Source: an optimization exercise on an open RTL-to-GDS flow (aim: small area). Production flows keep margins and buffers that such runs may drop.
Function was checked by simulation only, so behaviour that the tests miss may differ from the original.
Power is estimated from default activity; no workload was simulated.

File: flow/flow/deep.abc
strash
&get -n
&fraig -x
&deepsyn -T 100
&deepsyn -T 100
&put
strash
&get -n
&dch -f
&nf -R 1000
&put
File: flow/constraint.sdc
create_clock -name core_clock -period 13.0 [get_ports {clk_i}]
set_input_delay 2.6000 -clock core_clock [delete_from_list [all_inputs] [get_ports {clk_i}]]
set_output_delay 2.6000 -clock core_clock [all_outputs]
set_load 0.01 [all_outputs]
File: flow/flow/run.sh
#!/bin/bash
# The standard layout (standard.sh) with a different combinational mapping in
# synthesis:
#  - adders are left to ABC as plain logic (no full/half-adder cell
#    extraction, no Kogge-Stone carry network);
#  - ABC runs flow/deep.abc (deepsyn restructuring, then area-recovering
#    mapping) instead of ORFS's abc script.
# flow/synth.tcl is synth_recipe.tcl with an abc wrapper that swaps the script;
# registers, their names and cell types are those of the standard synthesis.
set -euo pipefail
export MY_ABC_SCRIPT="$PWD/flow/deep.abc"
bash standard.sh SYNTH_SCRIPT="$PWD/flow/synth.tcl" ADDER_MAP_FILE= SYNTH_OPERATIONS_ARGS=-nofsm CTS_ARGS="-sink_clustering_enable -repair_clock_nets -dont_use_dummy_load -sink_clustering_size 20 -sink_clustering_max_diameter 60 -buf_list {sky130_fd_sc_hd__clkbuf_8}" finish > make_finish.log 2>&1
File: flow/config.mk
export PLATFORM = sky130hd
export DESIGN_NAME = video_uut
export DESIGN_NICKNAME = video_uut
export VERILOG_FILES = /design/flow/design.v
export SDC_FILE = /design/flow/constraint.sdc
export NUM_CORES = 4
export LEC_CHECK = 0
export CAP_MARGIN = 20
export CORE_MARGIN = 2
export CORE_UTILIZATION = 40
export SLEW_MARGIN = 20
File: flow/standard.sh
#!/bin/bash
# synth_recipe.tcl (not shown) runs the flow's synth.tcl, then flattens the netlist and writes it again
# the make line also repeats each setting of config.mk as NAME=value (left out here)
make -C /OpenROAD-flow-scripts/flow DESIGN_CONFIG=/design/flow/config.mk WORK_HOME=/design/flow/orfs CLKGATE_MAP_FILE= SYNTH_SCRIPT=/design/flow/synth_recipe.tcl "${@:-finish}"
File: flow/design.v
module video_uut (
    input  wire         clk_i           , 
    input  wire         cen_i           , 
    input  wire         rst_i           , 
    input  wire         vid_sel_i       , 
    input  wire [23:0]  vid_rgb_i       , 
    input  wire [1:0]   vh_blank_i      , 
    input  wire [2:0]   dvh_sync_i      , 
    output wire [2:0]   dvh_sync_o      , 
    output wire [23:0]  vid_rgb_o         
);
localparam [3:0] C_BLACK  = 4'd0;    
localparam [3:0] C_WHITE  = 4'd1;    
localparam [3:0] C_MAZE   = 4'd2;    
localparam [3:0] C_BLUE   = 4'd3;    
localparam [3:0] C_ORANGE = 4'd4;    
localparam [3:0] C_RED    = 4'd5;    
localparam [3:0] C_GREEN  = 4'd6;    
localparam [3:0] C_GBLUE  = 4'd7;    
localparam [3:0] C_PINK   = 4'd8;    
localparam [3:0] C_PURPLE = 4'd9;    
localparam [3:0] C_YELLOW = 4'd10;   
reg         HD, VD;
reg  [10:0] HCNT;      
reg  [10:0] VCNT;
wire HR = ~HD &  vh_blank_i[0];
wire HF =  HD & ~vh_blank_i[0];
wire VR = ~VD &  vh_blank_i[1];
wire VF =  VD & ~vh_blank_i[1];
wire [10:0] px = HCNT;
wire [10:0] py = VCNT;
localparam NSF = 12;
function automatic [3:0] sf_win(input [11:0] u);
    reg [3:0] t;
    begin
        t = u[3:0] - 4'd7;
        sf_win[3]   = (u[11:4] == 8'd0) && (u[3:0] != 4'd15);
        sf_win[2:0] = t[3] ? -t[2:0] : t[2:0];
    end
endfunction
function automatic sf_pat(input [3:0] wx, input [3:0] wy);
    sf_pat = wx[3] && wy[3] && (wx[2:0] < 3'd2 || wy[2:0] < 3'd2 || wx[2:0] == wy[2:0]);
endfunction
wire [11:0] px7 = {1'b0, px} + 12'd7;
wire [11:0] py7 = {1'b0, py} + 12'd7;
wire [NSF-1:0] sf_on;
wire [11:0] sf_ux [0:NSF-1];
wire [11:0] sf_uy [0:NSF-1];
wire [10:0] sf_xv [0:NSF-1];
wire [10:0] sf_yv [0:NSF-1];
wire [10:0] sf_yg [0:NSF-1];    
genvar gi;
generate
    for (gi = 0; gi < NSF; gi = gi + 1) begin : g_sf
        localparam integer S  = (gi % 8) + 1;
        localparam [10:0]  X0 = (gi * 160) % 1920;
        localparam [10:0]  Y0 = (gi * 90) % 1080;
        if (gi >= 8) begin : g_derived
            wire [10:0] xb = sf_xv[gi-8];
            wire [10:0] yb = sf_yv[gi-8];
            wire c = (yb >= 11'd360);
            wire w = c ? (xb >= 11'd503) : (xb >= 11'd640);
            wire [11:0] uyb = sf_uy[gi-8];
            wire [11:0] uxb = sf_ux[gi-8];
            wire [11:0] uy_lo = uyb - 12'd720;
            wire [11:0] uy_hi = (gi == 11 && yb[1]) ? uyb + 12'd362 : uyb + 12'd360;
            wire [11:0] ux_00 = uxb - 12'd1280;
            wire [11:0] ux_01 = uxb + 12'd640;
            wire [11:0] ux_10 = uxb - 12'd1417;
            wire [11:0] ux_11 = uxb + 12'd503;
            wire [3:0] wy = c ? sf_win(uy_hi) : sf_win(uy_lo);
            wire [3:0] wx = c ? (w ? sf_win(ux_11) : sf_win(ux_10)) : (w ? sf_win(ux_01) : sf_win(ux_00));
            assign sf_on[gi] = sf_pat(wx, wy);
            assign sf_ux[gi] = 12'd0;
            assign sf_uy[gi] = 12'd0;
            assign sf_xv[gi] = 11'd0;
            assign sf_yv[gi] = 11'd0;
            assign sf_yg[gi] = 11'd0;
        end else if (gi == 1 || gi == 3 || gi == 5 || gi == 7) begin : g_double
            localparam integer B  = (gi - 1) / 2;
            localparam [11:0]  K  = (gi == 1 || gi == 5) ? 12'd90 : 12'd88;
            localparam [10:0]  PH = (gi == 3) ? 11'd2 : (gi == 7) ? 11'd6 : 11'd0;
            localparam [10:0]  WR = (gi == 3) ? 11'd1076 : 11'd1072;
            wire [10:0] xb = sf_xv[B];
            wire [10:0] yb = sf_yg[B];
            wire [11:0] ys = {yb, 1'b0} + K;
            wire [1:0]  e  = (ys >= 12'd2160) ? 2'd2 : (ys >= 12'd1080) ? 2'd1 : 2'd0;
            wire [10:0] yg = (e == 2'd2) ? ys - 12'd2160 : (e == 2'd1) ? ys - 12'd1080 : ys;
            wire [12:0] xs = {1'b0, xb, 1'b0} + 13'd160 + ((e == 2'd2) ? 13'd274 : (e == 2'd1) ? 13'd137 : 13'd0);
            wire [10:0] xd = (xs >= 13'd3840) ? xs - 13'd3840 : (xs >= 13'd1920) ? xs - 13'd1920 : xs;
            wire [10:0] yd;
            if (PH != 0) begin : g_phase
                reg p;
                always @(posedge clk_i) begin
                    if (rst_i)
                        p <= 1'b1;
                    else if (cen_i && VF && yd >= WR)
                        p <= 1'b0;
                end
                assign yd = p ? yg + PH : yg;
            end else begin : g_nophase
                assign yd = yg;
            end
            assign sf_xv[gi] = xd;
            assign sf_yv[gi] = yd;
            assign sf_yg[gi] = yg;
            assign sf_ux[gi] = px7 - {1'b0, xd};
            assign sf_uy[gi] = py7 - {1'b0, yd};
            assign sf_on[gi] = sf_pat(sf_win(sf_ux[gi]), sf_win(sf_uy[gi]));
        end else begin : g_stored
            reg [10:0] x, y;
            wire [10:0] yv = (S % 2 == 0 && Y0[0] == 1'b0) ? {y[10:1], 1'b0} : y;
            always @(posedge clk_i) begin
                if (rst_i) begin
                    x <= X0;
                    y <= Y0;
                end else if (cen_i && VF) begin
                    if (yv >= 11'd1080 - S) begin
                        y <= 11'd0;
                        x <= (x >= 11'd1783) ? x - 11'd1783 : x + 11'd137;
                    end else begin
                        y <= yv + S;
                    end
                end
            end
            assign sf_xv[gi] = x;
            assign sf_yv[gi] = yv;
            assign sf_yg[gi] = yv;
            assign sf_ux[gi] = px7 - {1'b0, x};
            assign sf_uy[gi] = py7 - {1'b0, yv};
            assign sf_on[gi] = sf_pat(sf_win(sf_ux[gi]), sf_win(sf_uy[gi]));
        end
    end
endgenerate
reg  [13:6] SXh, SYh;
localparam [13:0] SX0 = 14'd4096;    
localparam [13:0] SY0 = 14'd13348;   
function automatic [5:0] sq_lo(input [4:0] r);
    reg [9:0] q;
    begin
        q = r * r;
        sq_lo = q[5:0];
    end
endfunction
wire [4:0]  ry5 = py[4:0] - 5'd26;    
wire [13:0] SX = {SXh, sq_lo(px[4:0])};
wire [13:0] SY = {SYh, sq_lo(ry5)};
wire [13:0] SX_inc = SX + {2'b0, HCNT, 1'b0} - 14'd1919;
wire [13:0] SY_inc = SY + {2'b0, VCNT, 1'b0} - 14'd499;
wire [13:0] dist_sq = SX + SY;
wire signed [11:0] rel_x = {1'b0, px} - 12'd960;
wire signed [11:0] rel_y = {1'b0, py} - 12'd250;
wire [10:0] abs_y = rel_y[11] ? -rel_y : rel_y;
reg  [11:6] MRh;
localparam [11:0] MR0 = 12'd1856;
wire [11:0] mr_lo = {6'd0, px[5:0]} * 12'd45 + MR0;
wire [11:0] mouth_r = {MRh, mr_lo[5:0]};
wire [11:0] mouth_inc = mouth_r + 12'd45;
wire pac_on = (dist_sq < 14'd900) &&
              !((rel_x > 0) && ({abs_y[5:0], 6'd0} < mouth_r));
wire g_row = (py >= 11'd125) && (py <= 11'd175);
wire g0 = (px >= 11'd130)  && (px <= 11'd170);
wire g1 = (px >= 11'd530)  && (px <= 11'd570);
wire g2 = (px >= 11'd940)  && (px <= 11'd980);
wire g3 = (px >= 11'd1160) && (px <= 11'd1200);
wire g4 = (px >= 11'd1650-11'd20) && (px <= 11'd1670);
wire [10:0] gx = g0 ? 11'd150 : g1 ? 11'd550 : g2 ? 11'd960 : g3 ? 11'd1180 : 11'd1650;
wire [3:0]  gcol = g0 ? C_PINK : g1 ? C_RED : g2 ? C_GBLUE : g3 ? C_GREEN : C_PURPLE;
wire signed [6:0] gdx = px[6:0] - gx[6:0];
wire signed [6:0] gdy = py[6:0] - 7'd22;        
wire [1:0] gshape;   
function automatic [1:0] ghost_shape(input signed [6:0] rx, input signed [6:0] ry);
    reg [6:0] ax;
    reg [11:0] d;
    reg [6:0] t;
    begin
        ax = rx[6] ? -rx : rx;
        t  = ry + 7'sd5;
        t  = t[6] ? -t : t;
        d  = ax * ax + t * t;
        ghost_shape = 2'd0;
        if (ry < -7'sd5) begin
            if (d < 12'd400) ghost_shape = 2'd1;
        end else if (ry < 7'sd20) begin
            ghost_shape = 2'd1;
        end else begin
            if ((rx >= -7'sd20 && rx < -7'sd12 && ry < 7'sd22) ||
                (rx >= -7'sd12 && rx < -7'sd4  && ry < 7'sd24) ||
                (rx >= -7'sd4  && rx <  7'sd4  && ry < 7'sd25) ||
                (rx >=  7'sd4  && rx <  7'sd12 && ry < 7'sd24) ||
                (rx >=  7'sd12 && rx <  7'sd20 && ry < 7'sd22))
                ghost_shape = 2'd1;
        end
        if (((rx >= -7'sd12 && rx <= -7'sd6) || (rx >= 7'sd6 && rx <= 7'sd12)) &&
            (ry >= -7'sd10 && ry <= -7'sd4))
            ghost_shape = 2'd2;
        if (((rx >= -7'sd10 && rx <= -7'sd8) || (rx >= 7'sd8 && rx <= 7'sd10)) &&
            (ry >= -7'sd8 && ry <= -7'sd6))
            ghost_shape = 2'd3;
    end
endfunction
assign gshape = (g_row && (g0 | g1 | g2 | g3 | g4)) ? ghost_shape(gdx, gdy) : 2'd0;
function [3:0] draw_maze;
    input [10:0] px, py;   
    input signed [10:0] offset_y;   
    reg [10:0] center_x, center_y;
    reg [10:0] letter_start_x;
    reg [10:0] letter_width, letter_height;
    reg [10:0] thickness_outer, thickness_inner, thickness_gap;
    reg [10:0] border_thickness;
    reg [10:0] corner_size;
    begin
        center_x = 960;   
        center_y = 540;   
        draw_maze = 4'd0;   
        border_thickness = 15;   
        corner_size = 30;   
        if (py < border_thickness && px >= corner_size && px < 1920 - corner_size) begin
            draw_maze = 4'd2;
        end
        if (py >= 1080 - border_thickness && px >= corner_size && px < 1920 - corner_size) begin
            draw_maze = 4'd2;
        end
        if (px < border_thickness && py >= corner_size && py < 1080 - corner_size) begin
            draw_maze = 4'd2;
        end
        if (px >= 1920 - border_thickness && py >= corner_size && py < 1080 - corner_size) begin
            draw_maze = 4'd2;
        end
        if (py >= border_thickness + 10 && py < border_thickness + 15 && px >= corner_size + 10 && px < 1920 - corner_size - 10) begin
            draw_maze = 4'd2;
        end
        if (py >= 1080 - border_thickness - 15 && py < 1080 - border_thickness - 10 && px >= corner_size + 10 && px < 1920 - corner_size - 10) begin
            draw_maze = 4'd2;
        end
        if (px >= border_thickness + 10 && px < border_thickness + 15 && py >= corner_size + 10 && py < 1080 - corner_size - 10) begin
            draw_maze = 4'd2;
        end
        if (px >= 1920 - border_thickness - 15 && px < 1920 - border_thickness - 10 && py >= corner_size + 10 && py < 1080 - corner_size - 10) begin
            draw_maze = 4'd2;
        end
        if ((px < corner_size && py < border_thickness) || (px < border_thickness && py < corner_size)) begin
            draw_maze = 4'd2;
        end
        if ((px >= border_thickness + 10 && px < corner_size + 10 && py >= border_thickness + 10 && py < border_thickness + 15) ||
            (px >= border_thickness + 10 && px < border_thickness + 15 && py >= border_thickness + 10 && py < corner_size + 10)) begin
            draw_maze = 4'd2;
        end
        if ((px >= 1920 - corner_size && py < border_thickness) || (px >= 1920 - border_thickness && py < corner_size)) begin
            draw_maze = 4'd2;
        end
        if ((px >= 1920 - corner_size - 10 && px < 1920 - border_thickness - 10 && py >= border_thickness + 10 && py < border_thickness + 15) ||
            (px >= 1920 - border_thickness - 15 && px < 1920 - border_thickness - 10 && py >= border_thickness + 10 && py < corner_size + 10)) begin
            draw_maze = 4'd2;
        end
        if ((px < corner_size && py >= 1080 - border_thickness) || (px < border_thickness && py >= 1080 - corner_size)) begin
            draw_maze = 4'd2;
        end
        if ((px >= border_thickness + 10 && px < corner_size + 10 && py >= 1080 - border_thickness - 15 && py < 1080 - border_thickness - 10) ||
            (px >= border_thickness + 10 && px < border_thickness + 15 && py >= 1080 - corner_size - 10 && py < 1080 - border_thickness - 10)) begin
            draw_maze = 4'd2;
        end
        if ((px >= 1920 - corner_size && py >= 1080 - border_thickness) || (px >= 1920 - border_thickness && py >= 1080 - corner_size)) begin
            draw_maze = 4'd2;
        end
        if ((px >= 1920 - corner_size - 10 && px < 1920 - border_thickness - 10 && py >= 1080 - border_thickness - 15 && py < 1080 - border_thickness - 10) ||
            (px >= 1920 - border_thickness - 15 && px < 1920 - border_thickness - 10 && py >= 1080 - corner_size - 10 && py < 1080 - border_thickness - 10)) begin
            draw_maze = 4'd2;
        end
        letter_start_x = 200;   
        letter_width = 350;   
        letter_height = 450;   
        thickness_outer = 16;   
        thickness_inner = 16;    
        thickness_gap = 20;      
        if (px >= letter_start_x && px < letter_start_x + letter_width && py >= center_y - letter_height/2 && py < center_y + letter_height/2) begin
            if (((px >= letter_start_x && px < letter_start_x + thickness_outer) ||  
                 (px >= letter_start_x + thickness_outer + thickness_gap && px < letter_start_x + thickness_outer + thickness_gap + thickness_inner)) &&
                (py >= center_y - letter_height/2 && py < center_y + letter_height/2)) begin
                draw_maze = 4'd3;
            end
            if (((py >= center_y - letter_height/2 && py < center_y - letter_height/2 + thickness_outer) ||  
                 (py >= center_y - letter_height/2 + thickness_outer + thickness_gap && py < center_y - letter_height/2 + thickness_outer + thickness_gap + thickness_inner)) &&
                (px >= letter_start_x && px < letter_start_x + letter_width)) begin
                draw_maze = 4'd3;
            end
            if (((px >= letter_start_x + letter_width - thickness_outer && px < letter_start_x + letter_width) ||  
                 (px >= letter_start_x + letter_width - thickness_outer - thickness_gap - thickness_inner && px < letter_start_x + letter_width - thickness_outer - thickness_gap)) &&
                (py >= center_y - letter_height/2 + thickness_outer && py < center_y)) begin
                draw_maze = 4'd3;
            end
            if (((py >= center_y && py < center_y + thickness_outer) ||  
                 (py >= center_y + thickness_outer + thickness_gap && py < center_y + thickness_outer + thickness_gap + thickness_inner)) &&
                (px >= letter_start_x && px < letter_start_x + letter_width)) begin
                draw_maze = 4'd3;
            end
            if (((px >= letter_start_x + letter_width - thickness_outer && px < letter_start_x + letter_width) ||  
                 (px >= letter_start_x + letter_width - thickness_outer - thickness_gap - thickness_inner && px < letter_start_x + letter_width - thickness_outer - thickness_gap)) &&
                (py >= center_y + thickness_outer && py < center_y + letter_height/2)) begin
                draw_maze = 4'd3;
            end
        end
        if (px >= letter_start_x + 430 && px < letter_start_x + 430 + letter_width && py >= center_y - letter_height/2 && py < center_y + letter_height/2) begin
            if (((px >= letter_start_x + 430 && px < letter_start_x + 430 + thickness_outer) ||  
                 (px >= letter_start_x + 430 + thickness_outer + thickness_gap && px < letter_start_x + 430 + thickness_outer + thickness_gap + thickness_inner)) &&
                (py >= center_y - letter_height/2 && py < center_y + letter_height/2)) begin
                draw_maze = 4'd4;
            end
            if (((px >= letter_start_x + 430 + letter_width - thickness_outer && px < letter_start_x + 430 + letter_width) ||  
                 (px >= letter_start_x + 430 + letter_width - thickness_outer - thickness_gap - thickness_inner && px < letter_start_x + 430 + letter_width - thickness_outer - thickness_gap)) &&
                (py >= center_y - letter_height/2 && py < center_y + letter_height/2)) begin
                draw_maze = 4'd4;
            end
            if (((py >= center_y - letter_height/2 && py < center_y - letter_height/2 + thickness_outer) ||  
                 (py >= center_y - letter_height/2 + thickness_outer + thickness_gap && py < center_y - letter_height/2 + thickness_outer + thickness_gap + thickness_inner)) &&
                (px >= letter_start_x + 430 + thickness_outer && px < letter_start_x + 430 + letter_width - thickness_outer)) begin
                draw_maze = 4'd4;
            end
            if (((py >= center_y + letter_height/2 - thickness_outer && py < center_y + letter_height/2) ||  
                 (py >= center_y + letter_height/2 - thickness_outer - thickness_gap - thickness_inner && py < center_y + letter_height/2 - thickness_outer - thickness_gap)) &&
                (px >= letter_start_x + 430 + thickness_outer && px < letter_start_x + 430 + letter_width - thickness_outer)) begin
                draw_maze = 4'd4;
            end
        end
        if (px >= letter_start_x + 860 && px < letter_start_x + 860 + letter_width && py >= center_y - letter_height/2 && py < center_y + letter_height/2) begin
            if (((px >= letter_start_x + 860 && px < letter_start_x + 860 + thickness_outer) ||  
                 (px >= letter_start_x + 860 + thickness_outer + thickness_gap && px < letter_start_x + 860 + thickness_outer + thickness_gap + thickness_inner)) &&
                (py >= center_y - letter_height/2 + thickness_outer && py < center_y)) begin
                draw_maze = 4'd5;
            end
            if (((py >= center_y - letter_height/2 && py < center_y - letter_height/2 + thickness_outer) ||  
                 (py >= center_y - letter_height/2 + thickness_outer + thickness_gap && py < center_y - letter_height/2 + thickness_outer + thickness_gap + thickness_inner)) &&
                (px >= letter_start_x + 860 + thickness_outer && px < letter_start_x + 860 + letter_width - thickness_outer)) begin
                draw_maze = 4'd5;
            end
            if (((px >= letter_start_x + 860 + letter_width - thickness_outer && px < letter_start_x + 860 + letter_width) ||  
                 (px >= letter_start_x + 860 + letter_width - thickness_outer - thickness_gap - thickness_inner && px < letter_start_x + 860 + letter_width - thickness_outer - thickness_gap)) &&
                (py >= center_y - letter_height/2 + thickness_outer && py < center_y - letter_height/2 + 60)) begin
                draw_maze = 4'd5;
            end
            if (((py >= center_y && py < center_y + thickness_outer) ||  
                 (py >= center_y + thickness_outer + thickness_gap && py < center_y + thickness_outer + thickness_gap + thickness_inner)) &&
                (px >= letter_start_x + 860 && px < letter_start_x + 860 + letter_width)) begin
                draw_maze = 4'd5;
            end
            if (((px >= letter_start_x + 860 + letter_width - thickness_outer && px < letter_start_x + 860 + letter_width) ||  
                 (px >= letter_start_x + 860 + letter_width - thickness_outer - thickness_gap - thickness_inner && px < letter_start_x + 860 + letter_width - thickness_outer - thickness_gap)) &&
                (py >= center_y + thickness_outer && py < center_y + letter_height/2)) begin
                draw_maze = 4'd5;
            end
            if (((py >= center_y + letter_height/2 - thickness_outer && py < center_y + letter_height/2) ||  
                 (py >= center_y + letter_height/2 - thickness_outer - thickness_gap - thickness_inner && py < center_y + letter_height/2 - thickness_outer - thickness_gap)) &&
                (px >= letter_start_x + 860 && px < letter_start_x + 860 + letter_width - thickness_outer)) begin
                draw_maze = 4'd5;
            end
        end
        if (px >= letter_start_x + 1290 && px < letter_start_x + 1290 + letter_width && py >= center_y - letter_height/2 && py < center_y + letter_height/2) begin
            if (((px >= letter_start_x + 1290 && px < letter_start_x + 1290 + thickness_outer) ||  
                 (px >= letter_start_x + 1290 + thickness_outer + thickness_gap && px < letter_start_x + 1290 + thickness_outer + thickness_gap + thickness_inner)) &&
                (py >= center_y - letter_height/2 + thickness_outer && py < center_y)) begin
                draw_maze = 4'd6;
            end
            if (((py >= center_y - letter_height/2 && py < center_y - letter_height/2 + thickness_outer) ||  
                 (py >= center_y - letter_height/2 + thickness_outer + thickness_gap && py < center_y - letter_height/2 + thickness_outer + thickness_gap + thickness_inner)) &&
                (px >= letter_start_x + 1290 + thickness_outer && px < letter_start_x + 1290 + letter_width - thickness_outer)) begin
                draw_maze = 4'd6;
            end
            if (((px >= letter_start_x + 1290 + letter_width - thickness_outer && px < letter_start_x + 1290 + letter_width) ||  
                 (px >= letter_start_x + 1290 + letter_width - thickness_outer - thickness_gap - thickness_inner && px < letter_start_x + 1290 + letter_width - thickness_outer - thickness_gap)) &&
                (py >= center_y - letter_height/2 + thickness_outer && py < center_y - letter_height/2 + 60)) begin
                draw_maze = 4'd6;
            end
            if (((py >= center_y && py < center_y + thickness_outer) ||  
                 (py >= center_y + thickness_outer + thickness_gap && py < center_y + thickness_outer + thickness_gap + thickness_inner)) &&
                (px >= letter_start_x + 1290 && px < letter_start_x + 1290 + letter_width)) begin
                draw_maze = 4'd6;
            end
            if (((px >= letter_start_x + 1290 + letter_width - thickness_outer && px < letter_start_x + 1290 + letter_width) ||  
                 (px >= letter_start_x + 1290 + letter_width - thickness_outer - thickness_gap - thickness_inner && px < letter_start_x + 1290 + letter_width - thickness_outer - thickness_gap)) &&
                (py >= center_y + thickness_outer && py < center_y + letter_height/2)) begin
                draw_maze = 4'd6;
            end
            if (((py >= center_y + letter_height/2 - thickness_outer && py < center_y + letter_height/2) ||  
                 (py >= center_y + letter_height/2 - thickness_outer - thickness_gap - thickness_inner && py < center_y + letter_height/2 - thickness_outer - thickness_gap)) &&
                (px >= letter_start_x + 1290 && px < letter_start_x + 1290 + letter_width - thickness_outer)) begin
                draw_maze = 4'd6;
            end
        end
    end
endfunction
wire [3:0] maze_c = draw_maze(px, py, 11'd0);
wire dot_on = (maze_c == 4'd0) &&
              px >= 80 && px < 1840 && py >= 80 && py < 1000 &&
              (px % 50 >= 22 && px % 50 < 28) && (py % 50 >= 22 && py % 50 < 28);
reg [3:0] pix_c;
always @* begin
    pix_c = C_BLACK;
    if (dot_on)               pix_c = C_WHITE;
    if (maze_c != 4'd0)       pix_c = maze_c;
    if (gshape == 2'd1)       pix_c = gcol;
    if (gshape == 2'd2)       pix_c = C_WHITE;
    if (pac_on)               pix_c = C_YELLOW;
    if (|sf_on)               pix_c = C_WHITE;
end
reg [3:0] col_q;
reg [2:0] dvh_sync_d1;
always @(posedge clk_i) begin
    if (rst_i) begin
        HD <= 1'b0;
        VD <= 1'b0;
        HCNT <= 11'd0;
        VCNT <= 11'd0;
        SXh <= SX0[13:6];
        SYh <= SY0[13:6];
        MRh <= MR0[11:6];
        col_q <= C_BLACK;
        dvh_sync_d1 <= 3'b000;
    end else if (cen_i) begin
        HD <= vh_blank_i[0];
        VD <= vh_blank_i[1];
        if (HF || (!vh_blank_i[0] && HCNT == 11'd2047)) begin
            HCNT <= 11'd0;
            SXh <= SX0[13:6];
            MRh <= MR0[11:6];
        end else if (!vh_blank_i[0]) begin
            HCNT <= HCNT + 11'd1;
            SXh <= SX_inc[13:6];
            MRh <= mouth_inc[11:6];
        end
        if (VF || (HR && VCNT == 11'd2047)) begin
            VCNT <= 11'd0;
            SYh <= SY0[13:6];
        end else if (HR) begin
            VCNT <= VCNT + 11'd1;
            SYh <= SY_inc[13:6];
        end
        col_q <= pix_c;
        dvh_sync_d1 <= dvh_sync_i;
    end
end
reg [23:0] rgb;
always @* begin
    case (col_q)
        C_WHITE:  rgb = 24'hFF_FF_FF;
        C_MAZE:   rgb = 24'h00_40_80;
        C_BLUE:   rgb = 24'h00_00_FF;
        C_ORANGE: rgb = 24'hFF_A5_00;
        C_RED:    rgb = 24'hFF_00_00;
        C_GREEN:  rgb = 24'h00_FF_00;
        C_GBLUE:  rgb = 24'h00_80_FF;
        C_PINK:   rgb = 24'hFF_B0_FF;
        C_PURPLE: rgb = 24'h80_00_FF;
        C_YELLOW: rgb = 24'hFF_FF_00;
        default:  rgb = 24'h00_00_00;
    endcase
end
assign dvh_sync_o = dvh_sync_d1;
assign vid_rgb_o  = rgb;
endmodule
File: flow/flow/synth.tcl
# synth_recipe.tcl with an abc wrapper: the ABC script is replaced by $MY_ABC_SCRIPT
proc synth {args} { yosys synth -nofsm -noshare {*}$args }
proc abc {args} {
  set out {}
  set skip 0
  foreach a $args {
    if {$skip} { set skip 0; continue }
    if {$a eq "-script"} { set skip 1; continue }
    lappend out $a
  }
  if {[info exists ::env(MY_ABC_SCRIPT)] && $::env(MY_ABC_SCRIPT) ne ""} {
    set out [linsert $out 0 -script $::env(MY_ABC_SCRIPT)]
  }
  yosys abc {*}$out
}
source $::env(SCRIPTS_DIR)/synth.tcl
# left out here: clear keep_hierarchy, flatten, clean up, hide names made inside functions, write 1_2_yosys.v
==> results of run 1 <==
## cells in the final DEF (no fill, tap or decap), drive strengths merged, types with 21 or more instances in the layout
cell type / n
nor2: 380
nand2: 307
xnor2: 299
a21oi: 238
o21ai: 207
dfxtp: 153
xor2: 136
nor3: 98
nand3: 81
buf: 80
clkinv: 64
nand2b: 58
nor2b: 46
and3: 43
a31oi: 41
and2: 41
clkdlybuf4s50: 33
nor4: 31
maj3: 31
or2: 30
o22ai: 30
o211ai: 29
mux2i: 27
a21o: 26
a211oi: 26
nand4: 21
a22oi: 21
## stage by stage
| step | setup WS [ns] | TNS, ns | total power (W) | util [%] | cells |
|---|---|---|---|---|---|
| 6_report | 0.984 | 0 | 0.00107 | 44.6 | 3409 |
| 5_1_grt | -0.0437 | -0.0437 | 0.00112 | 44.6 | 3408 |
| 4_1_cts | 0.412 | 0 | 0.00108 | 44.4 | 3406 |
| 3_5_place_dp | 0.532 | 0 | 0.000766 | 43.9 | 3389 |
| 3_3_place_gp | 0.687 | 0 | 0.000762 | 43.9 | 3389 |
| 2_1_floorplan | 0.0551 | 0 | 0.000688 | - | 2692 |
## sequential cells by signal, summed over array words and instances, names as in the netlist, 2 cells and up
signal and count:
g_sf.genblk1.g_stored.x 44, SXh 8, col_q 4, g_sf.genblk1.g_double.g_phase.p 2
vid_rgb_o 10, HCNT 11, VCNT 11, MRh 6
SYh 8, dvh_sync_d1 3, g_sf.genblk1.g_stored.y 44
## kinds of logic (layout without fill, tap and decap cells)
| kind of cell | count (synthesis) | in the layout | share of synthesized area, % |
|---|---|---|---|
| xor+xnor | 435 | 435 | 21.0 |
| other cells | 0 | 1 | 0 |
| flops | 153 | 153 | 16.8 |
| fa+ha+maj | 31 | 31 | 1.71 |
| compound gates | 770 | 770 | 26.0 |
| simple gates | 1192 | 1192 | 30.7 |
| mux | 33 | 33 | 1.86 |
| buf+inv | 78 | 194 | 1.90 |
## cells in the mapped netlist, types with 17 or more instances
master / n / area share [%]
o21ai_0: 207 / 5.7
a21o_1: 26 / 1.1
a31oi_1: 41 / 1.4
o22ai_1: 30 / 1.0
o211ai_1: 29 / 1.2
xnor2_1: 299 / 14
maj3_1: 31 / 1.7
and3_1: 43 / 1.5
dfxtp_1: 153 / 17
a22oi_1: 21 / 0.87
nor3_1: 98 / 2.7
and2_0: 41 / 1.4
nor2b_1: 46 / 1.6
a21oi_1: 238 / 6.6
or2_0: 30 / 1.0
or3_1: 17 / 0.58
nor2_1: 380 / 7.8
nor4_1: 31 / 1.1
xor2_1: 136 / 6.6
a211oi_1: 26 / 1.1
mux2i_1: 27 / 1.5
nand2b_1: 58 / 2.0
nand2_1: 307 / 6.3
nand3_1: 81 / 2.2
clkinv_1: 64 / 1.3
nand4_1: 21 / 0.72
o31ai_1: 18 / 0.74
## metal layers
layer | vias up | routed length [um] | track usage [%] | share of wire [%]
met2 | 829 | 32500 | 49.0 | 44
met4 | 0 | 4420 | 17.7 | 6.0
li1 | 9935 | - | - | -
met5 | - | 0 | 0 | 0
met3 | 189 | 5090 | 4.67 | 6.9
met1 | 9743 | 31700 | 40.1 | 43
## worst max-delay path: cells and delay by family (launching register included)
family / cells / cell delay [ns]
AOI/OAI and AO/OA: 20 / 3.54
muxes: 3 / 0.91
buffers and inverters: 6 / 0.89
DFF: 1 / 0.32
and+or+nand+nor: 30 / 5.02
xor gates and xnor gates: 6 / 1.23
## power groups by stage
stage | Sequential, W | Clock, W | Combinational, W
2_1_floorplan | 0.000510 | 0 | 0.000178
3_3_place_gp | 0.000506 | 0 | 0.000256
3_5_place_dp | 0.000507 | 0 | 0.000259
4_1_cts | 0.000496 | 0.000321 | 0.000261
5_1_grt | 0.000498 | 0.000332 | 0.000292
6_report | 0.000496 | 0.000310 | 0.000267
## what timing repair did
action,CTS,global route
buffers inserted,0,2
setup endpoints to repair,0,13
gates resized for setup,0,16
endpoints found under the hold margin,0,0
## worst paths after layout
check             cells past startpoint  slack, ns            to                           from
hold reg to reg                       1       0.48       SXh[13]                        SXh[13]
setup / recovery                     65       0.98  vid_rgb_o[7]  g_sf[0].genblk1.g_stored.y[1]
setup reg to reg                     65       0.98  vid_rgb_o[7]  g_sf[0].genblk1.g_stored.y[1]
hold / removal                        1       0.48       SXh[13]                        SXh[13]
## final cells by class
class	instances	area (um2)	area share [%]
Multi-Input combinational cell	2461	14900	74.0
Sequential cell	153	3060	15.2
Antenna cell	1	2.50	0.0124
Tap cell	600	751	3.73
Clock buffer	17	234	1.16
Timing Repair Buffer	113	928	4.62
Inverter	64	240	1.19
==> results.toml, run 1 <==
[cts]
worst_skew_pair.late_latency_ns = 0.59
clk_pin_slew_ns = 0.09
cts_max_level = 4
cts_buffer_depth = 2
cts_tree = "yes"
clock-sinks = 153
numCtsBuffers = 17
cts_hold_buffers = 0
clockRootBuffer = "clkbuf_8"

[synth]
async_flop_share_pct = 0
syn_area_um2 = 18200
avgSynthCellArea_um2 = 6.75
synth-edff-count = 0
yosysWarnings = 1
ys_ff_latch = 153
yosysSeqAreaShare_pct = 16.8
synthCells = 2692
syn-num-nets = 2725
synth_cell_type_count = 64
ys.flop_type = "dfxtp_1"

[detailed_routing]
detail_route.wl_per_cell_um = 21.6
drc = 0
routed_wl_mm = 73.7
via_count = 20700
drt_iter0_markers = 1924
viasPerCell = 6.07
antenna_left = 0
drtPass1Iterations = 6

[final_layout]
layout-drive-gt1-share_pct = 4.10
syn2layout_area_growth_pct = 10.6
finalNetCount = 2843
final_area_um2 = 20100
num-fill-cells = 4709

[flow_run]
cap_violations = 0

[sta]
slew_viol_final = 0
setup-violations-final = 0
hold_violations = 0
relSlewSlack_pct = 30.9
worst_pin_slew_ns = 1.02
clock.fmax_mhz = 83.2
min_period_over_period_pct = 92.4
timing.hold.ws_ns = 0.478
fin_crit_ns = 12.02
skew_ns = 0.0496

[power_and_ir_drop]
cellInternalPower_w = 0.000704
comb_power_share_pct = 24.9
p_leak_nw = 6.88
seq_power_share_pct = 46.2
ir_drop_mv = 0.0783
clockPowerShare_pct = 28.9
switching_share_pct = 34.4
p_per_area_nw_per_um2 = 53.4
power.switching_w = 0.000370

[placed_design]
io_buffers = 34
hpwlAfterDp_mm = 55.3
post_dp_cell_area_um2 = 19800
gp_congestion = 0.947

[floorplanning]
core_area_um2 = 45100
row_count = 78
start_util_pct = 40.3
dieArea_um2 = 47200
die_x_um = 217
pin_count = 60
die_h_um = 217

[grt]
grt_pass1_vias = 19300
grt.overflow.total = 0
grt_start_max_net_pins = 46
antenna_found_initial = 0
gr-usage-all-layers_pct = 31.0
grt_first_pass_wirelength_mm = 113

[critical_path]
max_stage_delay_ns = 0.55
path_common_cell = "nor2_1"
worstSetupPathType = "flop to flop"
slowest_stage = "or4_1"
cp-end-kind = "flop"
crit_arrival_ns = 12.48
critPathRequiredTime_ns = 13.47
worst_setup_path_start_kind = "flop"
crit_path_max_fanout = 12

[min_path]
hold_class = "flop to flop"

[status]
outcome = "no timing/DRC/antenna violations"
==> run 2, diff against run 1 <==
--- a/flow/flow/run.sh
+++ b/flow/flow/run.sh
@@ -1,4 +1,6 @@
 #!/bin/bash
-# The standard layout (standard.sh) with a different combinational mapping in
+# The standard layout (standard.sh) with a different clock tree (clkbuf_8 only,
+# clusters of up to 20 sinks within 60 um, no dummy loads) and a different
+# combinational mapping in
 # synthesis:
 #  - adders are left to ABC as plain logic (no full/half-adder cell
--- a/flow/config.mk
+++ b/flow/config.mk
@@ -8,4 +8,4 @@
 export CAP_MARGIN = 20
 export CORE_MARGIN = 2
-export CORE_UTILIZATION = 40
+export CORE_UTILIZATION = 60
 export SLEW_MARGIN = 20
==> results.toml, run 2 <==
[synth]
async_flop_share_pct = 0
synthCells = 2692
syn_area_um2 = 18200
yosysSeqAreaShare_pct = 16.8
ys.flop_type = "dfxtp_1"
avgSynthCellArea_um2 = 6.75
synth-edff-count = 0
netlist_top_cells_count = "nor2_1 (380), nand2_1 (307), xnor2_1 (299)"
synthTopCellsByArea = "dfxtp_1 (17%), xnor2_1 (14%), nor2_1 (7.8%), a21oi_1 (6.6%), xor2_1 (6.6%)"
synth_top_area_share_pct = 16.8
ys_ff_latch = 153
synth_most_common_cell = "nor2_1"
yosys.area.top_type = "dfxtp_1"
synth_cell_type_count = 64
syn-num-nets = 2725
yosysWarnings = 1

[floorplanning]
core_area_um2 = 29700
row_count = 63
die_x_um = 178
start_util_pct = 61.2
die_h_um = 178
dieArea_um2 = 31700
pin_count = 60

[sta]
hold_violations = 0
setup-violations-final = 0
clock.fmax_mhz = 83.1
relSlewSlack_pct = 22.0
min_period_over_period_pct = 92.5
timing.hold.ws_ns = 0.495
fin_crit_ns = 12.03
skew_ns = 0.0339
worst_pin_slew_ns = 1.16
slew_viol_final = 0
setup_slack_ns = 0.972

[critical_path]
worstSetupEndpoint = "vid_rgb_o[7]"
worst_setup_path_start_kind = "flop"
crit_arrival_ns = 12.43
path_buf_inv = 6
startpoint = "g_sf[0].genblk1.g_stored.y[1]"
critical-path-top-delay-family = "simple AND/OR/NAND/NOR gates"
path_common_cell = "nand2_1"
cp-end-kind = "flop"
critPathRequiredTime_ns = 13.40
rr_endpoint = "vid_rgb_o[7]"
max_stage_delay_ns = 0.55
crit_cells = 65
crit_path_max_fanout = 7
slowest_stage = "or4_1"
r2r_slack_ns = 0.97
r2r-start = "g_sf[0].genblk1.g_stored.y[1]"
worstRegToRegCells = 65
worstSetupPathType = "flop to flop"

[final_layout]
layout-drive-gt1-share_pct = 4.00
top_regs = "g_sf.genblk1.g_stored.x (44), g_sf.genblk1.g_stored.y (44)"
num-fill-cells = 2681
post-route-util_pct = 66.6
finalNetCount = 2835
n_antenna_cell = 0
mostFrequentLayoutCells = "nor2_1 (378), nand2_1 (307), xnor2_1 (294), a21oi_1 (233), o21ai_0 (206)"
final_common_cell = "nor2_1"
syn2layout_area_growth_pct = 8.92

[min_path]
hold_class = "flop to flop"

[power_and_ir_drop]
ir_drop_mv = 0.0979
p_leak_nw = 6.85
switching_share_pct = 33.8
power.switching_w = 0.000360
p_per_area_nw_per_um2 = 53.7
cellInternalPower_w = 0.000705
comb_power_share_pct = 25.4
clockPowerShare_pct = 28.0
seq_power_share_pct = 46.6
p_total_w = 0.00106

[flow_run]
cap_violations = 0

[detailed_routing]
drt_iter0_markers = 2370
routed_wl_mm = 69.2
via_count = 21200
detail_route.wl_per_cell_um = 21.7
drc = 0
drtPass1Iterations = 8
antenna_left = 0
viasPerCell = 6.64

[grt]
grt_pass1_vias = 19400
antenna_found_initial = 0
gr-usage-all-layers_pct = 42.9
grt_start_max_net_pins = 47
grt_first_pass_wirelength_mm = 106
grt.overflow.total = 0

[cts]
worst_skew_pair.late_latency_ns = 0.53
cts_buffer_depth = 2
numCtsBuffers = 17
cts_tree = "yes"
clockRootBuffer = "clkbuf_8"
cts_max_level = 4
clk_pin_slew_ns = 0.08
clock-sinks = 153
cts_hold_buffers = 0

[placed_design]
io_buffers = 34
gp_congestion = 1.02
hpwlAfterDp_mm = 50.6
pre_cts_ws_ns = 0.406

[status]
outcome = "no timing/DRC/antenna violations"
-- run 2: cell counts after synthesis --
No cell type changed its count.
-- run 2: through the flow --
step | cell area, um2 | cells | setup TNS, ns
3_5_place_dp | 19400 | 3169 | 0
2_1_floorplan | 18200 | 2692 | 0
3_3_place_gp | 19400 | 3169 | 0
6_report | 19800 | 3190 | 0
5_1_grt | 19800 | 3190 | -0.379
4_1_cts | 19700 | 3186 | 0
-- run 2: worst min-delay path by stage --
| stage | endpoint | cells past startpoint | from |
|---|---|---|---|
| final | VD | 2 | VD |
| after global routing | SXh[13] | 1 | SXh[13] |
| after CTS | VD | 2 | VD |
| after detailed placement | VD | 2 | VD |
| after global placement | SXh[13] | 1 | SXh[13] |
| after floorplan | SXh[13] | 1 | SXh[13] |
-- run 2: layer usage --
| layer | global-route usage, % | wire length [um] | vias to the layer above |
|---|---|---|---|
| li1 | - | - | 9930 |
| met1 | 53.5 | 27100 | 9798 |
| met2 | 64.8 | 29300 | 1172 |
| met3 | 9.63 | 7370 | 286 |
| met4 | 31.7 | 5400 | 0 |
| met5 | 0 | 0 | - |
-- run 2: cell families (layout without fill, tap and decap cells) --
kind of cell	after synthesis	in the layout	synth area share [%]
compound gates	770	770	26.0
fa+ha+maj	31	31	1.71
simple gates	1192	1192	30.7
flops	153	153	16.8
xor+xnor	435	435	21.0
buf+inv	78	186	1.90
mux	33	33	1.86
-- run 2: power groups by stage --
stage | Sequential (W) | Clock (W) | Combinational (W)
after global placement | 0.000505 | 0 | 0.000249
final | 0.000496 | 0.000298 | 0.000270
after global routing | 0.000498 | 0.000313 | 0.000291
after floorplan | 0.000510 | 0 | 0.000178
after detailed placement | 0.000506 | 0 | 0.000256
after CTS | 0.000495 | 0.000298 | 0.000258
-- run 2: worst register-to-register path, delay by kind of cell, from the launching register on --
family | cells | cell delay [ns]
AND/OR/NAND/NOR | 29 | 4.94
XOR/XNOR | 7 | 1.45
flip-flops | 1 | 0.31
AO/OA/AOI/OAI | 20 | 3.47
buffers and inverters | 6 | 0.90
multiplexers | 3 | 0.87
-- run 2: cell type report --
type                            instances  area (um2)  share of cell area (%)
Inverter                               64         240                    1.21
Timing Repair Buffer                  105         868                    4.38
Sequential cell                       153        3060                    15.5
Clock buffer                           17         234                    1.18
Multi-Input combinational cell       2461       14900                    75.3
Tap cell                              390         488                    2.46
-- run 2: repair_timing --
item	4_1_cts	5_1_grt
resized for setup	0	24
setup endpoints to repair	0	14
setup buffers	0	4
==> run 3, diff against run 2 <==
--- a/flow/config.mk
+++ b/flow/config.mk
@@ -6,6 +6,6 @@
 export NUM_CORES = 4
 export LEC_CHECK = 0
-export CAP_MARGIN = 20
+export CAP_MARGIN = 10
 export CORE_MARGIN = 2
 export CORE_UTILIZATION = 60
-export SLEW_MARGIN = 20
+export SLEW_MARGIN = 10
==> results.toml, run 3 <==
[flow_run]
cap_violations = 0

[grt]
antenna_found_initial = 0
gr-usage-all-layers_pct = 42.9
grt_first_pass_wirelength_mm = 106
grt_start_max_net_pins = 47
grt_pass1_vias = 19400
grt.overflow.total = 0

[sta]
worst_pin_slew_ns = 1.16
setup-violations-final = 0
fin_crit_ns = 12.03
clock.fmax_mhz = 83.1
hold_violations = 0
setup_slack_ns = 0.972
relSlewSlack_pct = 22.0
min_period_over_period_pct = 92.5
skew_ns = 0.0339
slew_viol_final = 0

[placed_design]
hpwlAfterDp_mm = 50.6
pre_cts_ws_ns = 0.406
io_buffers = 34
gp_congestion = 1.02

[cts]
worst_skew_pair.late_latency_ns = 0.53
clock-sinks = 153
cts_tree = "yes"
cts_max_level = 4
clockRootBuffer = "clkbuf_8"
numCtsBuffers = 17
clk_pin_slew_ns = 0.08
cts_hold_buffers = 0
cts_buffer_depth = 2

[min_path]
holdPathEnd = "VD"
hold_start = "VD"
hold_class = "flop to flop"
holdPathStages = 2

[synth]
yosysWarnings = 1
async_flop_share_pct = 0
syn-num-nets = 2725
netlist_top_cells_count = "nor2_1 (380), nand2_1 (307), xnor2_1 (299)"
ys.flop_type = "dfxtp_1"
synthCells = 2692
avgSynthCellArea_um2 = 6.75
synth_top_area_share_pct = 16.8
syn_area_um2 = 18200
synth-edff-count = 0
synth_most_common_cell = "nor2_1"
synth_cell_type_count = 64
synthTopCellsByArea = "dfxtp_1 (17%), xnor2_1 (14%), nor2_1 (7.8%), a21oi_1 (6.6%), xor2_1 (6.6%)"
yosysSeqAreaShare_pct = 16.8
yosys.area.top_type = "dfxtp_1"
ys_ff_latch = 153

[final_layout]
top_regs = "g_sf.genblk1.g_stored.x (44), g_sf.genblk1.g_stored.y (44)"
post-route-util_pct = 66.6
finalNetCount = 2835
mostFrequentLayoutCells = "nor2_1 (378), nand2_1 (307), xnor2_1 (294), a21oi_1 (233), o21ai_0 (206)"
n_antenna_cell = 0
num-fill-cells = 2681
syn2layout_area_growth_pct = 8.92
final_common_cell = "nor2_1"
layout-drive-gt1-share_pct = 4.00

[critical_path]
crit_arrival_ns = 12.43
worst_setup_path_start_kind = "flop"
crit_path_max_fanout = 7
max_stage_delay_ns = 0.55
worstRegToRegCells = 65
critPathRequiredTime_ns = 13.40
r2r_slack_ns = 0.97
r2r-start = "g_sf[0].genblk1.g_stored.y[1]"
rr_endpoint = "vid_rgb_o[7]"
startpoint = "g_sf[0].genblk1.g_stored.y[1]"
worstSetupPathType = "flop to flop"
path_common_cell = "nand2_1"
cp-end-kind = "flop"
slowest_stage = "or4_1"

[power_and_ir_drop]
p_leak_nw = 6.85
p_per_area_nw_per_um2 = 53.7
ir_drop_mv = 0.0979

[detailed_routing]
drtPass1Iterations = 8
antenna_left = 0
drt_iter0_markers = 2370
viasPerCell = 6.64
routed_wl_mm = 69.2
detail_route.wl_per_cell_um = 21.7
via_count = 21200
drc = 0

[floorplanning]
pin_count = 60
dieArea_um2 = 31700
die_h_um = 178
die_x_um = 178
core_area_um2 = 29700
row_count = 63
start_util_pct = 61.2

[status]
outcome = "no timing/DRC/antenna violations"
## run 3: kinds of logic (layout without fill, tap and decap cells)
kind of cell / count (synthesis) / after routing / share of synthesized area, %
muxes: 33 / 33 / 1.86
AOI/OAI and AO/OA: 770 / 770 / 26.0
xor gates and xnor gates: 435 / 435 / 21.0
and+or+nand+nor: 1192 / 1192 / 30.7
adders and majority gates: 31 / 31 / 1.71
DFF: 153 / 153 / 16.8
buffers and inverters: 78 / 186 / 1.90
## run 3: layer usage
metal  routed length, um  track usage, %
met3                7370            9.63
met5                   0               0
met4                5400            31.7
met2               29300            64.8
met1               27100            53.5
## run 3: worst max-delay path: cells and delay by family, from the launching register on
kind / cells / cell delay [ns]
AND/OR/NAND/NOR: 29 / 4.93
multiplexers: 3 / 0.87
flip-flops: 1 / 0.31
buffers and inverters: 6 / 0.90
XOR/XNOR: 7 / 1.44
AO/OA/AOI/OAI: 20 / 3.45
## run 3: cell type report
class,count,area [um2],area share [%]
Clock buffer,17,234,1.18
Inverter,64,240,1.21
Multi-Input combinational cell,2461,14900,75.3
Sequential cell,153,3060,15.5
Tap cell,390,488,2.46
Timing Repair Buffer,105,868,4.38
## run 3: metrics by stage
stage	area, um2	total power [W]	setup TNS, ns	cells	hold slack [ns]
after CTS	19700	0.00105	0	3186	0.494
after detailed placement	19400	0.000763	0	3169	0.475
after global placement	19400	0.000754	0	3169	0.459
after global routing	19800	0.00110	-0.379	3190	0.524
after floorplan	18200	0.000688	0	2692	0.442
final	19800	0.00106	0	3190	0.495
## run 3: repair_timing
item / 4_1_cts / 5_1_grt
gates resized for setup: 0 / 24
setup endpoints to repair: 0 / 14
buffers inserted: 0 / 4
## run 3: worst max-delay path by stage
stage                     slack [ns]            end
after floorplan                 0.06  vid_rgb_o[10]
after detailed placement        0.41   vid_rgb_o[7]
after CTS                       0.32   vid_rgb_o[7]
final                           0.97   vid_rgb_o[7]
after global placement          0.67  vid_rgb_o[10]
after global routing           -0.12   vid_rgb_o[7]
## run 3: power by group
part,internal (W),switching (W),leakage [nW]
clock,0.000115,0.000183,0.122
sequential,0.000482,0.0000136,1.24
combinational,0.000107,0.000163,5.49
==> run 4, diff against run 3 <==
--- a/flow/config.mk
+++ b/flow/config.mk
@@ -6,6 +6,6 @@
 export NUM_CORES = 4
 export LEC_CHECK = 0
-export CAP_MARGIN = 10
+export CAP_MARGIN = 20
 export CORE_MARGIN = 2
-export CORE_UTILIZATION = 60
-export SLEW_MARGIN = 10
+export CORE_UTILIZATION = 40
+export SLEW_MARGIN = 20
==> results.toml, run 4 <==
[status]
outcome = "no timing/DRC/antenna violations"

[cts]
cts_buffer_depth = 2
clock-sinks = 153
cts_max_level = 4
worst_skew_pair.late_latency_ns = 0.59
cts_hold_buffers = 0
numCtsBuffers = 17
clk_pin_slew_ns = 0.09
clockRootBuffer = "clkbuf_8"
cts_tree = "yes"

[power_and_ir_drop]
power.switching_w = 0.000370
comb_power_share_pct = 24.9
ir_drop_mv = 0.0783
seq_power_share_pct = 46.2
cellInternalPower_w = 0.000704
switching_share_pct = 34.4
p_leak_nw = 6.88
p_per_area_nw_per_um2 = 53.4
clockPowerShare_pct = 28.9

[floorplanning]
row_count = 78
start_util_pct = 40.3
core_area_um2 = 45100
pin_count = 60
dieArea_um2 = 47200
die_h_um = 217
die_x_um = 217

[sta]
clock.fmax_mhz = 83.2
fin_crit_ns = 12.02
hold_violations = 0
setup-violations-final = 0
worst_pin_slew_ns = 1.02
relSlewSlack_pct = 30.9
skew_ns = 0.0496
min_period_over_period_pct = 92.4
slew_viol_final = 0

[final_layout]
final_common_cell = "nor2_1"
syn2layout_area_growth_pct = 10.6
post-route-util_pct = 44.6
mostFrequentLayoutCells = "nor2_1 (380), nand2_1 (306), xnor2_1 (294), a21oi_1 (237), o21ai_0 (204)"
layout-drive-gt1-share_pct = 4.10
num-fill-cells = 4709
fin_cells = 3409
finalNetCount = 2843
top_regs = "g_sf.genblk1.g_stored.x (44), g_sf.genblk1.g_stored.y (44)"

[detailed_routing]
drtPass1Iterations = 6
drt_iter0_markers = 1924
antenna_left = 0
viasPerCell = 6.07
wl_met2_mm = 32.5
drc = 0
m1WireLength_mm = 31.7
routed-wl-met3_mm = 5.09
via_count = 20700
top_layer = "met4"
detail_route.wl_per_cell_um = 21.6
routed_wl_mm = 73.7

[synth]
syn_area_um2 = 18200
async_flop_share_pct = 0
avgSynthCellArea_um2 = 6.75
synth_most_common_cell = "nor2_1"
synth_top_area_share_pct = 16.8
synth_cell_type_count = 64
yosys.area.top_type = "dfxtp_1"
synth-edff-count = 0
yosysSeqAreaShare_pct = 16.8
syn-num-nets = 2725
yosysWarnings = 1
synthCells = 2692
netlist_top_cells_count = "nor2_1 (380), nand2_1 (307), xnor2_1 (299)"
ys.flop_type = "dfxtp_1"
ys_ff_latch = 153
synthTopCellsByArea = "dfxtp_1 (17%), xnor2_1 (14%), nor2_1 (7.8%), a21oi_1 (6.6%), xor2_1 (6.6%)"

[grt]
grt_start_max_net_pins = 46
antenna_found_initial = 0
gr-usage-all-layers_pct = 31.0
grt.overflow.total = 0
grt_pass1_vias = 19300
grt_first_pass_wirelength_mm = 113

[min_path]
holdPathStages = 1
hold_class = "flop to flop"

[placed_design]
io_buffers = 34
gp_congestion = 0.947
dpl.cell_count = 3389
hpwlAfterDp_mm = 55.3

[critical_path]
slowest_stage = "or4_1"
worstRegToRegCells = 65
worst_setup_path_start_kind = "flop"
critPathRequiredTime_ns = 13.47
crit_path_max_fanout = 12
cp-end-kind = "flop"
worstSetupPathType = "flop to flop"
max_stage_delay_ns = 0.55
critical-path-top-delay-family = "simple AND/OR/NAND/NOR gates"
path_buf_inv = 6
path_common_cell = "nor2_1"
crit_cells = 65
crit_arrival_ns = 12.48

[flow_run]
cap_violations = 0
[run 4: cell type report]
cell class | count | area [um2] | area share [%]
antenna | 1 | 2.50 | 0.0124
clock buffer | 17 | 234 | 1.16
inverter | 64 | 240 | 1.19
multi-input combinational | 2461 | 14900 | 74.0
sequential | 153 | 3060 | 15.2
tap | 600 | 751 | 3.73
timing repair buffer | 113 | 928 | 4.62
[run 4: what timing repair did]
item / 4_1_cts / 5_1_grt
endpoints found under the hold margin: 0 / 0
setup endpoints to repair: 0 / 13
buffers inserted: 0 / 2
resized for setup: 0 / 16
[run 4: cell families (layout without fill, tap and decap cells)]
family          after synthesis  in the layout  synth area share (%)
compound gates              770            770                  26.0
simple gates               1192           1192                  30.7
fa+ha+maj                    31             31                  1.71
other cells                   0              1                     0
buf+inv                      78            194                  1.90
flops                       153            153                  16.8
mux                          33             33                  1.86
xor+xnor                    435            435                  21.0
[run 4: layer usage]
layer	track usage [%]	vias to the layer above
li1	-	9935
met1	40.1	9743
met2	49.0	829
met3	4.67	189
met4	17.7	0
met5	0	-
[run 4: final timing paths]
path	to	from	slack, ns
worst min register to register	SXh[13]	SXh[13]	0.48
worst max register to register	vid_rgb_o[7]	g_sf[0].genblk1.g_stored.y[1]	0.98
worst max-delay path	vid_rgb_o[7]	g_sf[0].genblk1.g_stored.y[1]	0.98
worst min-delay path	SXh[13]	SXh[13]	0.48
[run 4: metrics by stage]
stage | hold WS, ns | TNS [ns] | setup slack, ns | area (um2) | total power [W]
5_1_grt | 0.546 | -0.0437 | -0.0437 | 20100 | 0.00112
3_3_place_gp | 0.461 | 0 | 0.687 | 19800 | 0.000762
6_report | 0.478 | 0 | 0.984 | 20100 | 0.00107
2_1_floorplan | 0.442 | 0 | 0.0551 | 18200 | 0.000688
4_1_cts | 0.487 | 0 | 0.412 | 20000 | 0.00108
3_5_place_dp | 0.475 | 0 | 0.532 | 19800 | 0.000766
[run 4: worst register-to-register path, delay by kind of cell (launching register included)]
family                    cells  cell delay (ns)
buffers and inverters         6             0.89
xor gates and xnor gates      6             1.23
muxes                         3             0.92
DFF                           1             0.32
AOI/OAI and AO/OA            20             3.54
and+or+nand+nor              30             5.05
[run 4: power groups by stage]
stage          clock (W)  combinational, W  sequential, W
2_1_floorplan          0          0.000178       0.000510
3_3_place_gp           0          0.000256       0.000506
3_5_place_dp           0          0.000259       0.000507
4_1_cts         0.000321          0.000261       0.000496
5_1_grt         0.000332          0.000292       0.000498
6_report        0.000310          0.000267       0.000496
==> run 5, diff against run 4 <==
==> flow/flow/run.sh (replaced) <==
#!/bin/bash
# The standard layout (standard.sh) with a different combinational mapping in
# synthesis:
#  - adders are left to ABC as plain logic (no full/half-adder cell
#    extraction, no Kogge-Stone carry network);
#  - ABC runs flow/deep.abc (deepsyn restructuring, then area-recovering
#    mapping) instead of ORFS's abc script.
# flow/synth.tcl is synth_recipe.tcl with an abc wrapper that swaps the script;
# registers, their names and cell types are those of the standard synthesis.
set -euo pipefail
export MY_ABC_SCRIPT="$PWD/flow/deep.abc"
bash standard.sh SYNTH_SCRIPT="$PWD/flow/synth.tcl" ADDER_MAP_FILE= SYNTH_OPERATIONS_ARGS=-nofsm CTS_ARGS="-sink_clustering_enable -repair_clock_nets -dont_use_dummy_load -sink_clustering_size 16 -sink_clustering_max_diameter 60 -buf_list {sky130_fd_sc_hd__clkbuf_8}" finish > make_finish.log 2>&1
--- a/flow/config.mk
+++ b/flow/config.mk
@@ -9,3 +9,4 @@
 export CORE_MARGIN = 2
 export CORE_UTILIZATION = 40
+export GPL_TIMING_DRIVEN = 0
 export SLEW_MARGIN = 20
==> results.toml, run 5 <==
[status]
outcome = "no timing/DRC/antenna violations"

[sta]
worst_pin_slew_ns = 1.19
skew_ns = 0.0408
relSlewSlack_pct = 20.2
slew_viol_final = 0
setup-violations-final = 0
timing.setup.tns_ns = 0
fin_crit_ns = 12.52
hold_violations = 0
clock.fmax_mhz = 79.9
min_period_over_period_pct = 96.3

[floorplanning]
start_util_pct = 40.3
die_h_um = 217
pin_count = 60
dieArea_um2 = 47200
die_x_um = 217
core_area_um2 = 45100
row_count = 78

[placed_design]
hpwlAfterDp_mm = 52.8
io_buffers = 34
dpl.cell_count = 3351
gp_congestion = 0.929

[cts]
cts_buffer_depth = 2
cts_max_level = 4
cts_tree = "yes"
clk_pin_slew_ns = 0.09
numCtsBuffers = 17
clock-sinks = 153
clockRootBuffer = "clkbuf_8"
worst_skew_pair.late_latency_ns = 0.58

[synth]
ys.flop_type = "dfxtp_1"
yosysSeqAreaShare_pct = 16.8
yosys.area.top_type = "dfxtp_1"
async_flop_share_pct = 0
syn_area_um2 = 18200
synth_top_area_share_pct = 16.8
netlist_top_cells_count = "nor2_1 (380), nand2_1 (307), xnor2_1 (299)"
synth_most_common_cell = "nor2_1"
yosysWarnings = 1
syn-num-nets = 2725
ys_ff_latch = 153
synthTopCellsByArea = "dfxtp_1 (17%), xnor2_1 (14%), nor2_1 (7.8%), a21oi_1 (6.6%), xor2_1 (6.6%)"
synthCells = 2692
avgSynthCellArea_um2 = 6.75
synth-edff-count = 0
synth_cell_type_count = 64

[power_and_ir_drop]
p_leak_nw = 6.93
p_per_area_nw_per_um2 = 52.2
p_total_w = 0.00107
ir_drop_mv = 0.0558

[critical_path]
max_stage_delay_ns = 0.43
worstSetupPathType = "flop to flop"
crit_arrival_ns = 13.00
slowest_stage = "dfxtp_4"
worst_setup_path_start_kind = "flop"
critPathRequiredTime_ns = 13.47
path_common_cell = "nand2_1"
crit_path_max_fanout = 14
cp-end-kind = "flop"

[final_layout]
fin_cells = 3388
regArea_um2 = 3080
top_regs = "g_sf.genblk1.g_stored.x (44), g_sf.genblk1.g_stored.y (44)"
final_common_cell = "nor2_1"
syn2layout_area_growth_pct = 12.3
num-fill-cells = 4688
layout-drive-gt1-share_pct = 5.27
multi_input_area_um2 = 15100
mostFrequentLayoutCells = "nor2_1 (372), nand2_1 (305), xnor2_1 (286), a21oi_1 (233), o21ai_0 (202)"
finalNetCount = 2822

[grt]
grt.overflow.total = 0
grt_first_pass_wirelength_mm = 107
antenna_found_initial = 0
grt_start_max_net_pins = 46
grt_pass1_vias = 18600
gr-usage-all-layers_pct = 29.2

[detailed_routing]
antenna_left = 0
via_count = 20600
drt_iter0_markers = 1880
detail_route.wl_per_cell_um = 20.8
routed_wl_mm = 70.3
drtPass1Iterations = 6
viasPerCell = 6.08
drc = 0

[min_path]
hold_class = "flop to flop"

[flow_run]
cap_violations = 0
[run 5: cell counts after synthesis]
Identical to the previous run, type by type.
[run 5: metal layers]
metal,track usage (%),part of all wire (%),vias to the layer above
met5,0,0,-
met4,12.8,4.3,0
met3,4.60,7.3,158
met2,46.9,45,817
met1,38.6,43,9698
li1,-,-,9916
[run 5: timing repair]
item	in CTS	in global routing
setup endpoints to repair	14	14
pin swaps	3	7
hold buffers	0	0
buffers inserted	6	13
gates resized for setup	32	29
[run 5: kinds of logic (layout without fill, tap and decap cells)]
family	Yosys count	in the layout	synth area share, %
compound gates	770	770	26.0
xor+xnor	435	435	21.0
fa+ha+maj	31	31	1.71
buf+inv	78	173	1.90
flops	153	153	16.8
mux	33	33	1.86
other cells	0	1	0
simple gates	1192	1192	30.7
[run 5: worst paths after layout]
| path | startpoint | end | slack [ns] | cells past startpoint |
|---|---|---|---|---|
| max reg2reg | g_sf[0].genblk1.g_stored.y[0] | vid_rgb_o[11] | 0.48 | 60 |
| min reg2reg | SXh[13] | SXh[13] | 0.47 | 1 |
| max | g_sf[0].genblk1.g_stored.y[0] | vid_rgb_o[11] | 0.48 | 60 |
| min | SXh[13] | SXh[13] | 0.47 | 1 |
[run 5: final cells by class]
class / instances / share of cell area [%]
Buffer: 14 / 0.515
Inverter: 64 / 1.19
Tap cell: 600 / 3.68
Timing Repair Buffer: 78 / 4.22
Sequential cell: 153 / 15.1
Clock buffer: 17 / 1.15
Multi-Input combinational cell: 2461 / 74.1
Antenna cell: 1 / 0.0123
[run 5: where the power goes]
part | switching, W | internal, W | total [W]
sequential | 0.0000185 | 0.000482 | 0.000501
combinational | 0.000155 | 0.000112 | 0.000267
clock | 0.000184 | 0.000115 | 0.000298
[run 5: worst max-delay path, delay by kind of cell (launching register included)]
kind	cells	cell delay, ns
and+or+nand+nor	28	5.27
AOI/OAI and AO/OA	21	4.12
xor gates and xnor gates	6	1.24
muxes	2	0.62
DFF	1	0.43
buffers and inverters	2	0.40
adders and majority gates	1	0.33
[run 5: stage by stage]
step | setup WS [ns] | instance area (um2) | util [%] | hold slack, ns
finish | 0.479 | 20400 | 45.3 | 0.473
detailed placement | -2.87 | 19800 | 43.9 | 0.464
global placement | -3.84 | 19300 | 42.7 | 0.462
global route | -0.146 | 20400 | 45.3 | 0.506
floorplan | 0.0551 | 18200 | - | 0.442
CTS | 0.0134 | 20200 | 44.8 | 0.478
==> run 6, diff against run 5 <==
--- a/flow/config.mk
+++ b/flow/config.mk
@@ -6,7 +6,7 @@
 export NUM_CORES = 4
 export LEC_CHECK = 0
-export CAP_MARGIN = 20
+export CAP_MARGIN = 0
 export CORE_MARGIN = 2
 export CORE_UTILIZATION = 40
 export GPL_TIMING_DRIVEN = 0
-export SLEW_MARGIN = 20
+export SLEW_MARGIN = 0
==> results.toml, run 6 <==
[sta]
skew_ns = 0.0489
worst_pin_slew_ns = 1.52
min_period_over_period_pct = 94.7
relSlewSlack_pct = -2.26
hold_violations = 0
clock.fmax_mhz = 81.2
timing.hold.ws_ns = 0.474
setup-violations-final = 0
fin_crit_ns = 12.32
slew_viol_final = 7

[synth]
ys_ff_latch = 153
syn_area_um2 = 18200
synthCells = 2692
async_flop_share_pct = 0
ys.flop_type = "dfxtp_1"
synth_most_common_cell = "nor2_1"
netlist_top_cells_count = "nor2_1 (380), nand2_1 (307), xnor2_1 (299)"
synth_cell_type_count = 64
yosysWarnings = 1
syn-num-nets = 2725
synthTopCellsByArea = "dfxtp_1 (17%), xnor2_1 (14%), nor2_1 (7.8%), a21oi_1 (6.6%), xor2_1 (6.6%)"
avgSynthCellArea_um2 = 6.75
synth_top_area_share_pct = 16.8
synth-edff-count = 0
yosys.area.top_type = "dfxtp_1"
yosysSeqAreaShare_pct = 16.8

[min_path]
hold_class = "flop to flop"
holdPathStages = 1

[power_and_ir_drop]
p_per_area_nw_per_um2 = 52.7
seq_power_share_pct = 46.9
cellInternalPower_w = 0.000709
clockPowerShare_pct = 28.2
p_leak_nw = 6.88
power.switching_w = 0.000361
switching_share_pct = 33.7
p_total_w = 0.00107
ir_drop_mv = 0.0606
comb_power_share_pct = 24.9

[cts]
clock-sinks = 153
cts_max_level = 4
numCtsBuffers = 17
clk_pin_slew_ns = 0.09
clockRootBuffer = "clkbuf_8"
cts_tree = "yes"
worst_skew_pair.late_latency_ns = 0.59
cts_buffer_depth = 2

[final_layout]
mostFrequentLayoutCells = "nor2_1 (372), nand2_1 (305), xnor2_1 (286), a21oi_1 (235), o21ai_0 (203)"
final_common_cell = "nor2_1"
finalNetCount = 2814
num-fill-cells = 4704
n_antenna_cell = 0
final_area_um2 = 20300
layout-drive-gt1-share_pct = 4.39
syn2layout_area_growth_pct = 11.6
top_regs = "g_sf.genblk1.g_stored.x (44), g_sf.genblk1.g_stored.y (44)"

[critical_path]
crit_arrival_ns = 12.79
path_common_cell = "o21ai_0"
crit_path_max_fanout = 14
max_stage_delay_ns = 0.43
worst_setup_path_start_kind = "flop"
worstRegToRegCells = 59
slowest_stage = "dfxtp_4"
worstSetupPathType = "flop to flop"
cp-end-kind = "flop"
critPathRequiredTime_ns = 13.48

[detailed_routing]
detail_route.wl_per_cell_um = 20.8
drt_iter0_markers = 1884
viasPerCell = 6.10
routed_wl_mm = 70.3
via_count = 20600
antenna_left = 0
drc = 0
drtPass1Iterations = 6

[grt]
grt_start_max_net_pins = 37
gr-usage-all-layers_pct = 29.3
grt.overflow.total = 0
grt_first_pass_wirelength_mm = 108
grt_pass1_vias = 18700
antenna_found_initial = 0

[placed_design]
hpwlAfterDp_mm = 52.6
io_buffers = 34
post_dp_cell_area_um2 = 19700
gp_congestion = 0.929

[floorplanning]
core_area_um2 = 45100
die_x_um = 217
die_h_um = 217
start_util_pct = 40.3
pin_count = 60
dieArea_um2 = 47200
row_count = 78

[status]
violations = "max-capacitance violations, max-slew violations"
outcome = "failed layout checks"

[flow_run]
cap_violations = 1
==> run 6: cell counts after synthesis <==
No cell type changed its count.
==> run 6: kinds of logic (layout without fill, tap and decap cells) <==
logic type	after synthesis	in the layout	share of synthesized area, %
adders and majority gates	31	31	1.71
AOI/OAI and AO/OA	770	770	26.0
xor gates and xnor gates	435	435	21.0
muxes	33	33	1.86
buffers and inverters	78	165	1.90
and+or+nand+nor	1192	1192	30.7
DFF	153	153	16.8
==> run 6: area by class of cell <==
cell class,count,area (um2),share of cell area [%]
plain buffers,14,105,0.518
clock buffers,17,234,1.15
inverters,64,241,1.19
repair buffers,70,791,3.90
flip-flops and latches,153,3080,15.2
multi-input cells,2461,15100,74.4
well taps,600,751,3.70
==> run 6: final timing paths <==
path | from | end | slack, ns
hold / removal | SXh[13] | SXh[13] | 0.47
setup / recovery | g_sf[0].genblk1.g_stored.y[0] | vid_rgb_o[11] | 0.68
hold reg to reg | SXh[13] | SXh[13] | 0.47
setup reg to reg | g_sf[0].genblk1.g_stored.y[0] | vid_rgb_o[11] | 0.68
==> run 6: repair_timing <==
item,4_1_cts,5_1_grt
setup endpoints to repair,14,14
resized for setup,31,24
hold buffers,0,0
buffers inserted,6,12
pin swaps,3,6
hold endpoints to repair,0,0
==> run 6: metrics by stage <==
stage | util, % | setup TNS [ns] | instances | setup slack [ns]
floorplan | - | 0 | 2692 | 0.0551
global placement | 42.7 | -47.86 | 3326 | -3.84
detailed placement | 43.6 | -34.04 | 3344 | -2.79
CTS | 44.6 | 0 | 3367 | 0.0382
global route | 45.0 | -0.175 | 3379 | -0.0722
finish | 45.0 | 0 | 3379 | 0.683
==> run 6: critical path: cells and delay by family, from the launching register on <==
family,cells,cell delay [ns]
buffers and inverters,3,0.54
AOI/OAI and AO/OA,21,4.27
xor gates and xnor gates,7,1.55
muxes,2,0.60
and+or+nand+nor,25,4.47
DFF,1,0.43
adders and majority gates,1,0.33
==> run 6: metal layers <==
metal / share of wire (%) / global-route usage, % / up-vias
li1: - / - / 9881
met5: 0 / 0 / -
met3: 6.8 / 4.35 / 172
met1: 44 / 38.9 / 9758
met2: 45 / 46.9 / 787
met4: 4.5 / 13.3 / 0
==> run 6: power groups by stage <==
| stage | Combinational (W) | Clock, W | Sequential [W] |
|---|---|---|---|
| floorplan | 0.000178 | 0 | 0.000510 |
| global placement | 0.000252 | 0 | 0.000514 |
| global route | 0.000291 | 0.000322 | 0.000504 |
| detailed placement | 0.000258 | 0 | 0.000513 |
| CTS | 0.000261 | 0.000311 | 0.000502 |
| finish | 0.000266 | 0.000302 | 0.000502 |

Setup slack of run 6, layout unchanged: 0.683 ns with ideal ports, 0.683 ns with driving cells assumed (clock clkbuf_16, inputs buf_2), 0.683 ns with port delays also shifted by the 0.625 ns mid clock arrival.
